This design comes from an exercise in tuning for small area, a short achievable clock period and few clock cycles per item on the open sky130 flow, not from production work.
No run shown here included a check of the RTL's function; only the layout flow was run.

## flow/design.v (module list and top-level ports; edited modules follow where they fit)
// module mult: 766 lines
module mult(
      input  reset,
      input  clk,
      input  [31:0] a_in,
      input  [31:0] b_in,
      input  start,
      output logic [63:0] product,
      output logic done);
  // ...
==> flow/flow/run.sh <==
#!/bin/bash
export SYNTH_ARGS="-noabc"
export BUFFER_PORTS_ARGS="-buffer_cell sky130_fd_sc_hd__buf_1"
bash standard.sh > standard.log 2>&1
==> flow/standard.sh <==
#!/bin/bash
# synth_recipe.tcl (not shown) runs the flow's synth.tcl, then flattens the netlist and writes it again
# the make line also repeats each setting of config.mk as NAME=value (left out here)
make -C /OpenROAD-flow-scripts/flow DESIGN_CONFIG=/design/flow/config.mk WORK_HOME=/design/flow/orfs CLKGATE_MAP_FILE= SYNTH_SCRIPT=/design/flow/synth_recipe.tcl "${@:-finish}"
==> flow/config.mk <==
export PLATFORM = sky130hd
export DESIGN_NAME = mult
export DESIGN_NICKNAME = mult
export VERILOG_FILES = /design/flow/design.v
export SDC_FILE = /design/flow/constraint.sdc
export NUM_CORES = 4
export LEC_CHECK = 0
export CAP_MARGIN = 20
export CORE_MARGIN = 2
export CORE_UTILIZATION = 40
export PLACE_DENSITY = 0.6
export SLEW_MARGIN = 20
==> flow/constraint.sdc <==
create_clock -name core_clock -period 4.0 [get_ports {clk}]
set_input_delay 0.8000 -clock core_clock [delete_from_list [all_inputs] [get_ports {clk}]]
set_output_delay 0.8000 -clock core_clock [all_outputs]
set_load 0.01 [all_outputs]
==> summary.txt, run 1 <==
STA
  • Relative max-transition margin: 59.0%
  • Worst slew pin tran: 0.611 ns
  • Final setup fails: 9
  • RSZ-0062 raised after global routing: yes
  • Final worst setup slack: -0.115 ns

Synth
  • Top-count cell post-synth: nor2b_1
  • Count of cell types in the netlist: 52
  • Post-synth ARST share: 3.60%
  • Primary FF master, synth: edfxtp_1
  • Simple-Gate Fraction of Synth Area: 19.1%
  • Cell Area, Synth: 0.0159 mm²
  • Largest cells by area after synthesis: fa_1 (42%), edfxtp_1 (20%), nor2b_1 (14%)
  • Synth area leader: fa_1

Cells and area
  • Final Cell Area: 0.0194 mm²
  • Area of the multi-input gates: 0.0128 mm²
  • Nets: 1981
  • Cell Count, Final, Fillers Out: 2040
  • Clock buf count: 9

Setup path
  • Largest delay share family, worst path: compound AO/OA/AOI/OAI gates
  • CP Cell Sequence: ha_4, nand3_2, o211ai_1, o41ai_2, buf_4, a2111o_1, o31a_1, buf_6, o21a_4, a21oi_2, xor2_1, buf_2
  • Setup crit start kind: flip-flop
  • Crit path required time: 3.20 ns
  • Crit path capture: product[58]
  • CP Launch Point: lc[5]
  • CP max stage delay: 0.44 ns
  • Reg2Reg Setup Slack: -0.02 ns
  • Critical path depth: 12

Run status
  • Status: failed layout checks
  • SO Faults: negative setup slack

Clocking
  • Worst-Skew Late Latency: 0.37 ns
  • H-tree lvl count: 3

Detailed routing
  • Met3 wire len: 3170 µm
  • WL per Instance: 23.9 µm

Placed design
  • Dpl cells: 1985
  • Quantity of I/O buffers inserted on ports: 131

Global route
  • Vias in the first global route: 12000
  • GR met3 Demand/Resource: 3.19%
  • Most Crowded Layer GR: met2

Floorplanning
  • Tap cell count: 518
  • DIE WIDTH: 203 µm
==> run 2: changes to the inputs <==
--- a/flow/design.v
+++ b/flow/design.v
@@ -757,10 +757,224 @@
       sw <= r0[42:11];
       cw <= r1[42:11];
       ls <= r0[10:0];
       lc <= r1[10:0];
       l <= busy ? {lres[10:0], l[21:11]} : {1'd0, b_in[31:11]};
     end
   end
   assign product[21:0] = l;
-  assign product[63:22] = {sw[30:0], ls} + {cw[30:0], lc};
+  wire [41:0] ox = {sw[30:0], ls};
+  wire [41:0] oy = {cw[30:0], lc};
+  wire [41:0] og0 = ox & oy;
+  wire [41:0] op0 = ox ^ oy;
+  wire og1_1 = og0[1] | (op0[1] & og0[0]);
+  wire og1_3 = og0[3] | (op0[3] & og0[2]);
+  wire op1_3 = op0[3] & op0[2];
+  wire og1_5 = og0[5] | (op0[5] & og0[4]);
+  wire op1_5 = op0[5] & op0[4];
+  wire og1_7 = og0[7] | (op0[7] & og0[6]);
+  wire op1_7 = op0[7] & op0[6];
+  wire og1_9 = og0[9] | (op0[9] & og0[8]);
+  wire op1_9 = op0[9] & op0[8];
+  wire og1_11 = og0[11] | (op0[11] & og0[10]);
+  wire op1_11 = op0[11] & op0[10];
+  wire og1_13 = og0[13] | (op0[13] & og0[12]);
+  wire op1_13 = op0[13] & op0[12];
+  wire og1_15 = og0[15] | (op0[15] & og0[14]);
+  wire op1_15 = op0[15] & op0[14];
+  wire og1_17 = og0[17] | (op0[17] & og0[16]);
+  wire op1_17 = op0[17] & op0[16];
+  wire og1_19 = og0[19] | (op0[19] & og0[18]);
+  wire op1_19 = op0[19] & op0[18];
+  wire og1_21 = og0[21] | (op0[21] & og0[20]);
+  wire op1_21 = op0[21] & op0[20];
+  wire og1_23 = og0[23] | (op0[23] & og0[22]);
+  wire op1_23 = op0[23] & op0[22];
+  wire og1_25 = og0[25] | (op0[25] & og0[24]);
+  wire op1_25 = op0[25] & op0[24];
+  wire og1_27 = og0[27] | (op0[27] & og0[26]);
+  wire op1_27 = op0[27] & op0[26];
+  wire og1_29 = og0[29] | (op0[29] & og0[28]);
+  wire op1_29 = op0[29] & op0[28];
+  wire og1_31 = og0[31] | (op0[31] & og0[30]);
+  wire op1_31 = op0[31] & op0[30];
+  wire og1_33 = og0[33] | (op0[33] & og0[32]);
+  wire op1_33 = op0[33] & op0[32];
+  wire og1_35 = og0[35] | (op0[35] & og0[34]);
+  wire op1_35 = op0[35] & op0[34];
+  wire og1_37 = og0[37] | (op0[37] & og0[36]);
+  wire op1_37 = op0[37] & op0[36];
+  wire og1_39 = og0[39] | (op0[39] & og0[38]);
+  wire op1_39 = op0[39] & op0[38];
+  wire og1_41 = og0[41] | (op0[41] & og0[40]);
+  wire op1_41 = op0[41] & op0[40];
+  wire og2_2 = og0[2] | (op0[2] & og1_1);
+  wire og2_3 = og1_3 | (op1_3 & og1_1);
+  wire og2_6 = og0[6] | (op0[6] & og1_5);
+  wire op2_6 = op0[6] & op1_5;
+  wire og2_7 = og1_7 | (op1_7 & og1_5);
+  wire op2_7 = op1_7 & op1_5;
+  wire og2_10 = og0[10] | (op0[10] & og1_9);
+  wire op2_10 = op0[10] & op1_9;
+  wire og2_11 = og1_11 | (op1_11 & og1_9);
+  wire op2_11 = op1_11 & op1_9;
+  wire og2_14 = og0[14] | (op0[14] & og1_13);
+  wire op2_14 = op0[14] & op1_13;
+  wire og2_15 = og1_15 | (op1_15 & og1_13);
+  wire op2_15 = op1_15 & op1_13;
+  wire og2_18 = og0[18] | (op0[18] & og1_17);
+  wire op2_18 = op0[18] & op1_17;
+  wire og2_19 = og1_19 | (op1_19 & og1_17);
+  wire op2_19 = op1_19 & op1_17;
+  wire og2_22 = og0[22] | (op0[22] & og1_21);
+  wire op2_22 = op0[22] & op1_21;
+  wire og2_23 = og1_23 | (op1_23 & og1_21);
+  wire op2_23 = op1_23 & op1_21;
+  wire og2_26 = og0[26] | (op0[26] & og1_25);
+  wire op2_26 = op0[26] & op1_25;
+  wire og2_27 = og1_27 | (op1_27 & og1_25);
+  wire op2_27 = op1_27 & op1_25;
+  wire og2_30 = og0[30] | (op0[30] & og1_29);
+  wire op2_30 = op0[30] & op1_29;
+  wire og2_31 = og1_31 | (op1_31 & og1_29);
+  wire op2_31 = op1_31 & op1_29;
+  wire og2_34 = og0[34] | (op0[34] & og1_33);
+  wire op2_34 = op0[34] & op1_33;
+  wire og2_35 = og1_35 | (op1_35 & og1_33);
+  wire op2_35 = op1_35 & op1_33;
+  wire og2_38 = og0[38] | (op0[38] & og1_37);
+  wire op2_38 = op0[38] & op1_37;
+  wire og2_39 = og1_39 | (op1_39 & og1_37);
+  wire op2_39 = op1_39 & op1_37;
+  wire og3_4 = og0[4] | (op0[4] & og2_3);
+  wire og3_5 = og1_5 | (op1_5 & og2_3);
+  wire og3_6 = og2_6 | (op2_6 & og2_3);
+  wire og3_7 = og2_7 | (op2_7 & og2_3);
+  wire og3_12 = og0[12] | (op0[12] & og2_11);
+  wire op3_12 = op0[12] & op2_11;
+  wire og3_13 = og1_13 | (op1_13 & og2_11);
+  wire op3_13 = op1_13 & op2_11;
+  wire og3_14 = og2_14 | (op2_14 & og2_11);
+  wire op3_14 = op2_14 & op2_11;
+  wire og3_15 = og2_15 | (op2_15 & og2_11);
+  wire op3_15 = op2_15 & op2_11;
+  wire og3_20 = og0[20] | (op0[20] & og2_19);
+  wire op3_20 = op0[20] & op2_19;
+  wire og3_21 = og1_21 | (op1_21 & og2_19);
+  wire op3_21 = op1_21 & op2_19;
+  wire og3_22 = og2_22 | (op2_22 & og2_19);
+  wire op3_22 = op2_22 & op2_19;
+  wire og3_23 = og2_23 | (op2_23 & og2_19);
+  wire op3_23 = op2_23 & op2_19;
+  wire og3_28 = og0[28] | (op0[28] & og2_27);
+  wire op3_28 = op0[28] & op2_27;
+  wire og3_29 = og1_29 | (op1_29 & og2_27);
+  wire op3_29 = op1_29 & op2_27;
+  wire og3_30 = og2_30 | (op2_30 & og2_27);
+  wire op3_30 = op2_30 & op2_27;
+  wire og3_31 = og2_31 | (op2_31 & og2_27);
+  wire op3_31 = op2_31 & op2_27;
+  wire og3_36 = og0[36] | (op0[36] & og2_35);
+  wire op3_36 = op0[36] & op2_35;
+  wire og3_37 = og1_37 | (op1_37 & og2_35);
+  wire op3_37 = op1_37 & op2_35;
+  wire og3_38 = og2_38 | (op2_38 & og2_35);
+  wire op3_38 = op2_38 & op2_35;
+  wire og3_39 = og2_39 | (op2_39 & og2_35);
+  wire op3_39 = op2_39 & op2_35;
+  wire og4_8 = og0[8] | (op0[8] & og3_7);
+  wire og4_9 = og1_9 | (op1_9 & og3_7);
+  wire og4_10 = og2_10 | (op2_10 & og3_7);
+  wire og4_11 = og2_11 | (op2_11 & og3_7);
+  wire og4_12 = og3_12 | (op3_12 & og3_7);
+  wire og4_13 = og3_13 | (op3_13 & og3_7);
+  wire og4_14 = og3_14 | (op3_14 & og3_7);
+  wire og4_15 = og3_15 | (op3_15 & og3_7);
+  wire og4_24 = og0[24] | (op0[24] & og3_23);
+  wire op4_24 = op0[24] & op3_23;
+  wire og4_25 = og1_25 | (op1_25 & og3_23);
+  wire op4_25 = op1_25 & op3_23;
+  wire og4_26 = og2_26 | (op2_26 & og3_23);
+  wire op4_26 = op2_26 & op3_23;
+  wire og4_27 = og2_27 | (op2_27 & og3_23);
+  wire op4_27 = op2_27 & op3_23;
+  wire og4_28 = og3_28 | (op3_28 & og3_23);
+  wire op4_28 = op3_28 & op3_23;
+  wire og4_29 = og3_29 | (op3_29 & og3_23);
+  wire op4_29 = op3_29 & op3_23;
+  wire og4_30 = og3_30 | (op3_30 & og3_23);
+  wire op4_30 = op3_30 & op3_23;
+  wire og4_31 = og3_31 | (op3_31 & og3_23);
+  wire op4_31 = op3_31 & op3_23;
+  wire og4_40 = og0[40] | (op0[40] & og3_39);
+  wire op4_40 = op0[40] & op3_39;
+  wire og4_41 = og1_41 | (op1_41 & og3_39);
+  wire op4_41 = op1_41 & op3_39;
+  wire og5_16 = og0[16] | (op0[16] & og4_15);
+  wire og5_17 = og1_17 | (op1_17 & og4_15);
+  wire og5_18 = og2_18 | (op2_18 & og4_15);
+  wire og5_19 = og2_19 | (op2_19 & og4_15);
+  wire og5_20 = og3_20 | (op3_20 & og4_15);
+  wire og5_21 = og3_21 | (op3_21 & og4_15);
+  wire og5_22 = og3_22 | (op3_22 & og4_15);
+  wire og5_23 = og3_23 | (op3_23 & og4_15);
+  wire og5_24 = og4_24 | (op4_24 & og4_15);
+  wire og5_25 = og4_25 | (op4_25 & og4_15);
+  wire og5_26 = og4_26 | (op4_26 & og4_15);
+  wire og5_27 = og4_27 | (op4_27 & og4_15);
+  wire og5_28 = og4_28 | (op4_28 & og4_15);
+  wire og5_29 = og4_29 | (op4_29 & og4_15);
+  wire og5_30 = og4_30 | (op4_30 & og4_15);
+  wire og5_31 = og4_31 | (op4_31 & og4_15);
+  wire og6_32 = og0[32] | (op0[32] & og5_31);
+  wire og6_33 = og1_33 | (op1_33 & og5_31);
+  wire og6_34 = og2_34 | (op2_34 & og5_31);
+  wire og6_35 = og2_35 | (op2_35 & og5_31);
+  wire og6_36 = og3_36 | (op3_36 & og5_31);
+  wire og6_37 = og3_37 | (op3_37 & og5_31);
+  wire og6_38 = og3_38 | (op3_38 & og5_31);
+  wire og6_39 = og3_39 | (op3_39 & og5_31);
+  wire og6_40 = og4_40 | (op4_40 & og5_31);
+  wire og6_41 = og4_41 | (op4_41 & og5_31);
+  assign product[22] = op0[0];
+  assign product[23] = op0[1] ^ og0[0];
+  assign product[24] = op0[2] ^ og1_1;
+  assign product[25] = op0[3] ^ og2_2;
+  assign product[26] = op0[4] ^ og2_3;
+  assign product[27] = op0[5] ^ og3_4;
+  assign product[28] = op0[6] ^ og3_5;
+  assign product[29] = op0[7] ^ og3_6;
+  assign product[30] = op0[8] ^ og3_7;
+  assign product[31] = op0[9] ^ og4_8;
+  assign product[32] = op0[10] ^ og4_9;
+  assign product[33] = op0[11] ^ og4_10;
+  assign product[34] = op0[12] ^ og4_11;
+  assign product[35] = op0[13] ^ og4_12;
+  assign product[36] = op0[14] ^ og4_13;
+  assign product[37] = op0[15] ^ og4_14;
+  assign product[38] = op0[16] ^ og4_15;
+  assign product[39] = op0[17] ^ og5_16;
+  assign product[40] = op0[18] ^ og5_17;
+  assign product[41] = op0[19] ^ og5_18;
+  assign product[42] = op0[20] ^ og5_19;
+  assign product[43] = op0[21] ^ og5_20;
+  assign product[44] = op0[22] ^ og5_21;
+  assign product[45] = op0[23] ^ og5_22;
+  assign product[46] = op0[24] ^ og5_23;
+  assign product[47] = op0[25] ^ og5_24;
+  assign product[48] = op0[26] ^ og5_25;
+  assign product[49] = op0[27] ^ og5_26;
+  assign product[50] = op0[28] ^ og5_27;
+  assign product[51] = op0[29] ^ og5_28;
+  assign product[52] = op0[30] ^ og5_29;
+  assign product[53] = op0[31] ^ og5_30;
+  assign product[54] = op0[32] ^ og5_31;
+  assign product[55] = op0[33] ^ og6_32;
+  assign product[56] = op0[34] ^ og6_33;
+  assign product[57] = op0[35] ^ og6_34;
+  assign product[58] = op0[36] ^ og6_35;
+  assign product[59] = op0[37] ^ og6_36;
+  assign product[60] = op0[38] ^ og6_37;
+  assign product[61] = op0[39] ^ og6_38;
+  assign product[62] = op0[40] ^ og6_39;
+  assign product[63] = op0[41] ^ og6_40;
 endmodule
==> run 2 against run 1 <==
- still fails the layout checks on negative setup slack
- synthesized area decreased by 3.0%
- utilization increased by 1.8 points
- sequential share of layout area decreased by 0.095 points
- clock skew about the same
- flip-flop and latch count unchanged
- non-clock buffer count increased by 6
- routed wire length decreased by 5.3%
==> summary.txt, run 2 <==
Run status
  • Status: failed layout checks (unchanged)
  • SO Faults: negative setup slack (unchanged)

Worst hold path
  • Hold Path Class: input pin to asynchronous set/reset pin (unchanged)

Global route
  • Total global routing overflow: 0 (unchanged)
  • Initial antenna violation count: 2 (was 0)
  • Vias in the first global route: 11100 (was 12000)
  • First-pass GRT wire length: 65800 µm (was 73100 µm)
  • GRT Total Usage: 22.5% (was 23.6%)
  • Largest net degree at the start of global routing: 67 (was 50)

Cells and area
  • Utilization after layout: 51.6% (was 49.7%)
  • Reg area: 0.00332 mm² (unchanged)
  • Cell Count, Final, Fillers Out: 1935 (was 2040)
  • Area growth syn-to-layout: 26.6% (was 22.1%)
  • Number of fill cells: 3249 (was 3480)
  • Largest regs: sw x32, cw x31, l x22 (unchanged)
  • Area of the multi-input gates: 0.0127 mm² (was 0.0128 mm²)
  • Most frequent cells in the layout: nor2b_1 (276), fa_1 (241), buf_1 (108) (was nor2b_1 (314), fa_1 (236), buf_1 (121))
  • Register with the most flip-flops: sw (unchanged)
  • Max reg flops: 32 (unchanged)
  • Nets: 1888 (was 1981)
  • Diode count: 0 (unchanged)
  • Layout cell share with drive strength beyond 1: 31.0% (was 25.0%)
  • Commonest non-fill, non-tap cell in the layout: nor2b_1 (unchanged)

Floorplanning
  • IO Pins: 132 (unchanged)
  • Initial Util: 40.7% (about the same)
  • DIE WIDTH: 200 µm (was 203 µm)
  • Core ar.: 0.0378 mm² (was 0.0389 mm²)
  • Die area: 0.0400 mm² (was 0.0412 mm²)
  • Die height: 200 µm (was 203 µm)
  • Site row count: 71 (was 72)

Detailed routing
  • DRC: 0 (unchanged)
  • ANT nets after route: 0 (unchanged)
  • Routed wire length: 46100 µm (was 48700 µm)
  • WL per Instance: 23.8 µm (was 23.9 µm)
  • DRT iter0 DRCs: 625 (was 861)
  • Vias: 10100 (was 11000)
  • Vias per inst: 5.20 (was 5.41)
  • Total iterations of the first detailed-routing run: 5 (unchanged)

Synth
  • Synth cell count leaders: nor2b_1 (353), fa_1 (337), edfxtp_1 (107) (was nor2b_1 (356), fa_1 (332), edfxtp_1 (107))
  • Mean Syn Cell Area: 12.6 µm² (was 11.8 µm²)
  • Seq cells post-synth: 111 (unchanged)
  • Largest cells by area after synthesis: fa_1 (44%), edfxtp_1 (21%), nor2b_1 (14%) (was fa_1 (42%), edfxtp_1 (20%), nor2b_1 (14%))
  • Syn nets: 1689 (was 1804)
  • Mapped Cells: 1220 (was 1340)
  • Ys Warns: 1 (unchanged)
  • Post-synth ARST share: 3.60% (unchanged)
  • Primary FF master, synth: edfxtp_1 (unchanged)
  • Post-synthesis sequential area ratio: 21.5% (was 20.9%)
  • Count of cell types in the netlist: 54 (was 52)
  • Synth area leader: fa_1 (unchanged)
  • Cell Area, Synth: 0.0154 mm² (was 0.0159 mm²)
  • Count of flip-flops with a built-in enable after synthesis: 107 (unchanged)
  • Top-count cell post-synth: nor2b_1 (unchanged)
  • Share of the synthesized area in the top cell type: 43.9% (was 41.9%)

Clocking
  • H-tree lvl count: 3 (unchanged)
  • Clk pin slew, worst setup/hold paths: 0.09 ns (was 0.08 ns)
  • Worst-Skew Late Latency: 0.39 ns (was 0.37 ns)
  • # clock sinks: 111 (unchanged)
  • Cts hold-fix bufs: 0 (unchanged)
  • Root buffer cell: clkbuf_16 (unchanged)
  • Clock buffer depth: 2 (unchanged)
  • CTS tree: built (unchanged)
  • CTS buffer count: 9 (unchanged)

STA
  • Fin. Hold Viols: 0 (unchanged)
  • WHS: 0.253 ns (was 0.277 ns)
  • Worst Clk Skew: 0.0109 ns (was 0.0110 ns)
  • Relative max-transition margin: 40.2% (was 59.0%)
  • Final setup fails: 19 (was 9)
  • Slew Limit Fails: 0 (unchanged)
  • Period Utilization, post-route: 106% (was 103%)
  • Worst slew pin tran: 0.896 ns (was 0.611 ns)
  • Period minus WS final: 4.26 ns (was 4.11 ns)
  • Final worst setup slack: -0.257 ns (was -0.115 ns)
  • RSZ-0062 raised after global routing: yes (unchanged)
  • Max frequency: 235 MHz (was 243 MHz)

Setup path
  • Critical Path AT: 3.46 ns (was 3.31 ns)
  • Crit path required time: 3.20 ns (about the same)
  • CP Capture Type: output port (unchanged)
  • Setup crit start kind: flip-flop (unchanged)
  • Crit Path Class: flip-flop to output port (unchanged)
  • Crit Path Max Fanout: 2 (was 3)

Placed design
  • HPWL after detailed placement: 32500 µm (was 36200 µm)
  • Routability cong.: 0.841 (was 0.863)
  • Dpl cells: 1860 (was 1985)
  • Quantity of I/O buffers inserted on ports: 131 (unchanged)
  • Pre-CTS setup slack: -0.162 ns (was -0.167 ns)

Run
  • Max_cap viols: 0 (unchanged)
[run 2: cell count changes after synthesis, sizes merged, moves of 6 or more]
cell,previous run,this run
nand2,29,13
nand4,13,4
a21o,20,10
o21ai,28,9
clkbuf,87,75
o211ai,6,0
a21oi,45,23
nor2,27,16
[run 2: per-layer routing]
layer,global-route usage [%],vias up,wire length (µm)
met5,0,-,8
met2,39.5,303,24100
met3,3.49,92,2320
met1,29.4,5340,18400
met4,5.02,2,1230
li1,-,4320,-
[run 2: worst paths after layout]
kind	from	to	slack, ns	cells past startpoint
max	lc[0]	product[63]	-0.26	13
min	reset	busy	0.25	2
max reg2reg	busy	cw[0]	-0.04	11
min reg2reg	done	done	0.52	1
max in group asynchronous	reset	busy	3.56	2
min in group core_clock	done	done	0.52	1
[run 2: final cells by class]
class                           count  share of cell area [%]
Tap cell                          511                    3.28
Clock inverter                      7                   0.495
Timing Repair Buffer              272                    12.7
Multi-Input combinational cell   1012                    65.1
Inverter                           13                   0.264
Sequential cell                   111                    17.0
Clock buffer                        9                    1.16
[run 2: kinds of logic after synthesis]
logic type      share of synthesized area (%)
compound gates                           3.68
xor+xnor                                 1.99
fa+ha+maj                                49.1
buf+inv                                  2.59
flops                                    21.5
mux                                      2.40
simple gates                             18.7
[run 2: metrics by stage]
step / setup TNS (ns) / cell area [µm²]
after floorplan: -0.291 / 15400
after global placement: -2.10 / 17400
after detailed placement: -2.89 / 17400
after CTS: -2.86 / 18000
after global routing: -6.61 / 19500
final: -2.17 / 19500
[run 2: worst max-delay path, cell delays in order, from the launching register on]
cell and delay, ns:
edfxtp_1 0.39, ha_2 0.20, fa_2 0.37, a211oi_4 0.31, nor4_4 0.10, o2111ai_2 0.29, a21oi_4 0.11, a32oi_2 0.18
buf_6 0.17, o311ai_4 0.12, or3_4 0.37, a31oi_4 0.18, xnor2_2 0.13, buf_2 0.16
[run 2: repair_timing]
action	CTS	global route
buffers inserted	11	31
resized for setup	48	244
pin swaps	14	102
setup endpoints to repair	38	48
gates cloned	1	17
==> run 3: changes to the inputs <==
==> flow/flow/run.sh (replaced) <==
#!/bin/bash
export SYNTH_ARGS="-noabc"
export ADDER_MAP_FILE=
export BUFFER_PORTS_ARGS="-buffer_cell sky130_fd_sc_hd__buf_1"
bash standard.sh > standard.log 2>&1
==> run 3 against run 2 <==
- final cell count grew 52%
- highest routed layer is now met4
- the layout still fails its checks (negative setup slack)
- die area grew 16%
- critical path depth is the same
==> summary.txt, run 3 <==
Run status
  • Status: failed layout checks (unchanged)
  • SO Faults: negative setup slack (unchanged)

STA
  • Relative max-transition margin: 31.5% (was 40.2%)
  • Slew Limit Fails: 0 (unchanged)
  • RSZ-0062 raised after global routing: yes (unchanged)
  • Final setup fails: 12 (was 19)
  • Period Utilization, post-route: 108% (was 106%)
  • Worst Clk Skew: 0.0122 ns (was 0.0109 ns)
  • Final worst setup slack: -0.313 ns (was -0.257 ns)
  • Max frequency: 232 MHz (was 235 MHz)
  • Fin. Hold Viols: 0 (unchanged)
  • Worst slew pin tran: 1.03 ns (was 0.896 ns)
  • Period minus WS final: 4.31 ns (was 4.26 ns)
  • WHS: 0.250 ns (was 0.253 ns)

Detailed routing
  • Met3 wire len: 3700 µm (was 2320 µm)
  • Total iterations of the first detailed-routing run: 5 (unchanged)
  • Vias: 15600 (was 10100)
  • Met2 routed wirelength: 25800 µm (was 24100 µm)
  • Top Metal Used: met4 (was met5)
  • WL per Instance: 18.4 µm (was 23.8 µm)
  • Routed wire length: 54300 µm (was 46100 µm)
  • Vias per inst: 5.30 (was 5.20)
  • DRC: 0 (unchanged)
  • ANT nets after route: 0 (unchanged)
  • Metal-1 WL: 22800 µm (was 18400 µm)
  • DRT iter0 DRCs: 1080 (was 625)

Setup path
  • Reg2Reg Depth: 10 (was 11)
  • RR Endpoint: cw[16] (was cw[0])
  • Critical Path AT: 3.51 ns (was 3.46 ns)
  • Setup crit start kind: flip-flop (unchanged)
  • Reg2Reg Setup Slack: 0.27 ns (was -0.04 ns)
  • Crit Path Class: flip-flop to output port (unchanged)
  • Crit Path Max Fanout: 2 (unchanged)
  • FF-to-FF Start: busy (unchanged)
  • CP Capture Type: output port (unchanged)
  • Crit path required time: 3.20 ns (about the same)

Placed design
  • HPWL after detailed placement: 40600 µm (was 32500 µm)
  • Area after DPL: 0.0199 mm² (was 0.0174 mm²)
  • Routability cong.: 0.902 (was 0.841)
  • Quantity of I/O buffers inserted on ports: 131 (unchanged)

Clocking
  • Root buffer cell: clkbuf_16 (unchanged)
  • # clock sinks: 111 (unchanged)
  • H-tree lvl count: 3 (unchanged)
  • Worst-Skew Late Latency: 0.40 ns (was 0.39 ns)
  • CTS tree: built (unchanged)
  • CTS buffer count: 9 (unchanged)
  • Clk pin slew, worst setup/hold paths: 0.08 ns (was 0.09 ns)
  • Cts hold-fix bufs: 0 (unchanged)
  • Clock buffer depth: 2 (unchanged)

Floorplanning
  • IO Pins: 132 (unchanged)
  • Die area: 0.0464 mm² (was 0.0400 mm²)
  • Initial Util: 40.5% (was 40.7%)
  • Die height: 215 µm (was 200 µm)
  • Core ar.: 0.0441 mm² (was 0.0378 mm²)
  • Site row count: 77 (was 71)
  • DIE WIDTH: 215 µm (was 200 µm)

Cells and area
  • Nets: 2419 (was 1888)
  • Diode count: 0 (unchanged)
  • Largest regs: sw x32, cw x31, l x22 (unchanged)
  • Most frequent cells in the layout: nand2_1 (486), xnor2_1 (400), xor2_1 (241) (was nor2b_1 (276), fa_1 (241), buf_1 (108))
  • Area growth syn-to-layout: 16.0% (was 26.6%)
  • Final Cell Area: 0.0207 mm² (was 0.0195 mm²)
  • Commonest non-fill, non-tap cell in the layout: nand2_1 (was nor2b_1)
  • Register with the most flip-flops: sw (unchanged)
  • Layout cell share with drive strength beyond 1: 19.9% (was 31.0%)
  • Number of fill cells: 4305 (was 3249)
  • Max reg flops: 32 (unchanged)

Run
  • Max_cap viols: 0 (unchanged)

Synth
  • Cell Area, Synth: 0.0179 mm² (was 0.0154 mm²)
  • Multiplexer share of the synthesized area: 2.16% (was 2.40%)
  • Seq cells post-synth: 111 (unchanged)
  • Mapped Cells: 2115 (was 1220)
  • Primary FF master, synth: edfxtp_1 (unchanged)
  • Synth cell count leaders: nand2_1 (486), xnor2_1 (407), xor2_1 (242) (was nor2b_1 (353), fa_1 (337), edfxtp_1 (107))
  • Adder and majority gate portion of the synthesized area: 16.3% (was 49.1%)
  • Syn nets: 2182 (was 1689)
  • Synth area leader: xnor2_1 (was fa_1)
  • Post-synthesis sequential area ratio: 18.5% (was 21.5%)
  • Largest cells by area after synthesis: xnor2_1 (20%), edfxtp_1 (18%), xor2_1 (12%) (was fa_1 (44%), edfxtp_1 (21%), nor2b_1 (14%))
  • Post-synth ARST share: 3.60% (unchanged)
  • Top-count cell post-synth: nand2_1 (was nor2b_1)
  • Share of the synthesized area in the top cell type: 19.9% (was 43.9%)
  • Count of flip-flops with a built-in enable after synthesis: 107 (unchanged)
  • Mean Syn Cell Area: 8.45 µm² (was 12.6 µm²)
  • Post-synthesis xor/xnor area fraction: 37.0% (was 1.99%)
  • Main combinational cell family by area after synthesis: XOR/XNOR gates (was adder cells)
  • Ys Warns: 1 (unchanged)
  • Synth Area in Compound Gates: 6.64% (was 3.68%)
  • Simple-Gate Fraction of Synth Area: 15.7% (was 18.7%)
  • Count of cell types in the netlist: 72 (was 54)

Global route
  • GRT Total Usage: 23.2% (was 22.5%)
  • Total global routing overflow: 0 (unchanged)
  • First-pass GRT wire length: 84300 µm (was 65800 µm)
  • Initial antenna violation count: 0 (was 2)
  • Vias in the first global route: 15600 (was 11100)
  • Largest net degree at the start of global routing: 71 (was 67)

Worst hold path
  • Hold Path Class: input pin to asynchronous set/reset pin (unchanged)
run 3: changes by cell type in the layout (fill, tap and decap cells not counted), sizes merged, moves of 27 or more:
cell and change:
nand2 +479, nor2 +82, o21ai +59, buf +63
ha -65, maj3 +279, xnor2 +411, nor2b -347
and2 -27, fa -337, xor2 +234
run 3: cell type report:
cell class / count / area (µm²) / share of cell area, %
flip-flops and latches: 111 / 3320 / 16.0
clock inverters: 7 / 83.8 / 0.404
multi-input cells: 1876 / 14200 / 68.5
inverters: 31 / 120 / 0.579
clock buffers: 9 / 225 / 1.09
repair buffers: 323 / 2050 / 9.88
well taps: 592 / 741 / 3.57
run 3: worst max-delay path by stage:
stage	slack, ns	endpoint	from	cells past startpoint
after floorplan	0.13	cw[0]	busy	8
after global placement	-0.03	product[49]	lc[5]	11
after detailed placement	-0.07	product[39]	sw[0]	12
after CTS	-0.31	product[57]	cw[4]	13
after global routing	-0.44	product[57]	sw[4]	13
final	-0.31	product[57]	sw[4]	13
run 3: cell families after synthesis:
kind of cell / count (synthesis)
AO/OA/AOI/OAI: 187
adder cells (fa/ha/maj): 279
AND/OR/NAND/NOR: 679
XOR/XNOR: 699
flip-flops: 111
multiplexers: 32
buffers and inverters: 128
run 3: what timing repair did:
action,in CTS,in global routing
gates cloned,0,0
setup buffers,18,12
pin swaps,35,34
resized for setup,63,23
endpoints found under the hold margin,0,0
endpoints found under the setup margin,22,21
run 3: metal layers:
layer / GRT usage, % / vias up
li1: - / 7507
met1: 29.2 / 7401
met2: 39.6 / 574
met3: 3.76 / 136
met4: 9.59 / 0
met5: 0 / -
run 3: critical path: stages, from the launching register on:
cell and delay (ns):
edfxtp_1 0.42, xor2_1 0.22, nand4_1 0.16, or4_4 0.59, o2bb2ai_4 0.18, a21oi_4 0.06
buf_6 0.12, o21ai_4 0.22, a21oi_2 0.09, buf_4 0.15, maj3_2 0.31, a221o_1 0.33
nor4b_4 0.14, buf_6 0.13
run 3: stage by stage:
step	utilization [%]	worst slack, ns	std cells	setup TNS (ns)
global route	47.0	-0.445	2949	-4.18
floorplan	-	0.126	2115	0
finish	47.0	-0.313	2949	-1.75
detailed placement	45.1	-0.0747	2906	-0.135
global placement	45.1	-0.0257	2906	-0.0312
CTS	46.6	-0.313	2937	-1.57

==> separate check: timing with driven ports <==
The results above use ideal ports. As a check the final layouts listed here were re-extracted and re-timed, cells and wires unchanged.
Step 1: set_driving_cell puts a clkbuf_16 on clk and a buf_2 on each other input, an assumption about the parent block.
Step 2 times the ports against the registers' clock, not the clock port: input delays grow and output delays shrink by t, the midpoint of the rising clock arrivals with the driver on.
Slacks: no drivers / after step 1 / after step 2; pairs: no drivers / after step 1.
run	t, ns	setup slack, ns	worst setup path after step 2	worst slew at a driven data input, ns
run 1	0.420	-0.115 / -0.168 / -0.226	input to register	0.04
run 2	0.436	-0.257 / -0.306 / -0.194	input to register	0.06
run 3	0.444	-0.313 / -0.362 / 0.081	register to output	0.09
The setup slack of run 1, which loses most, moves by -0.053 ns with the drivers and by -0.111 ns with both steps.
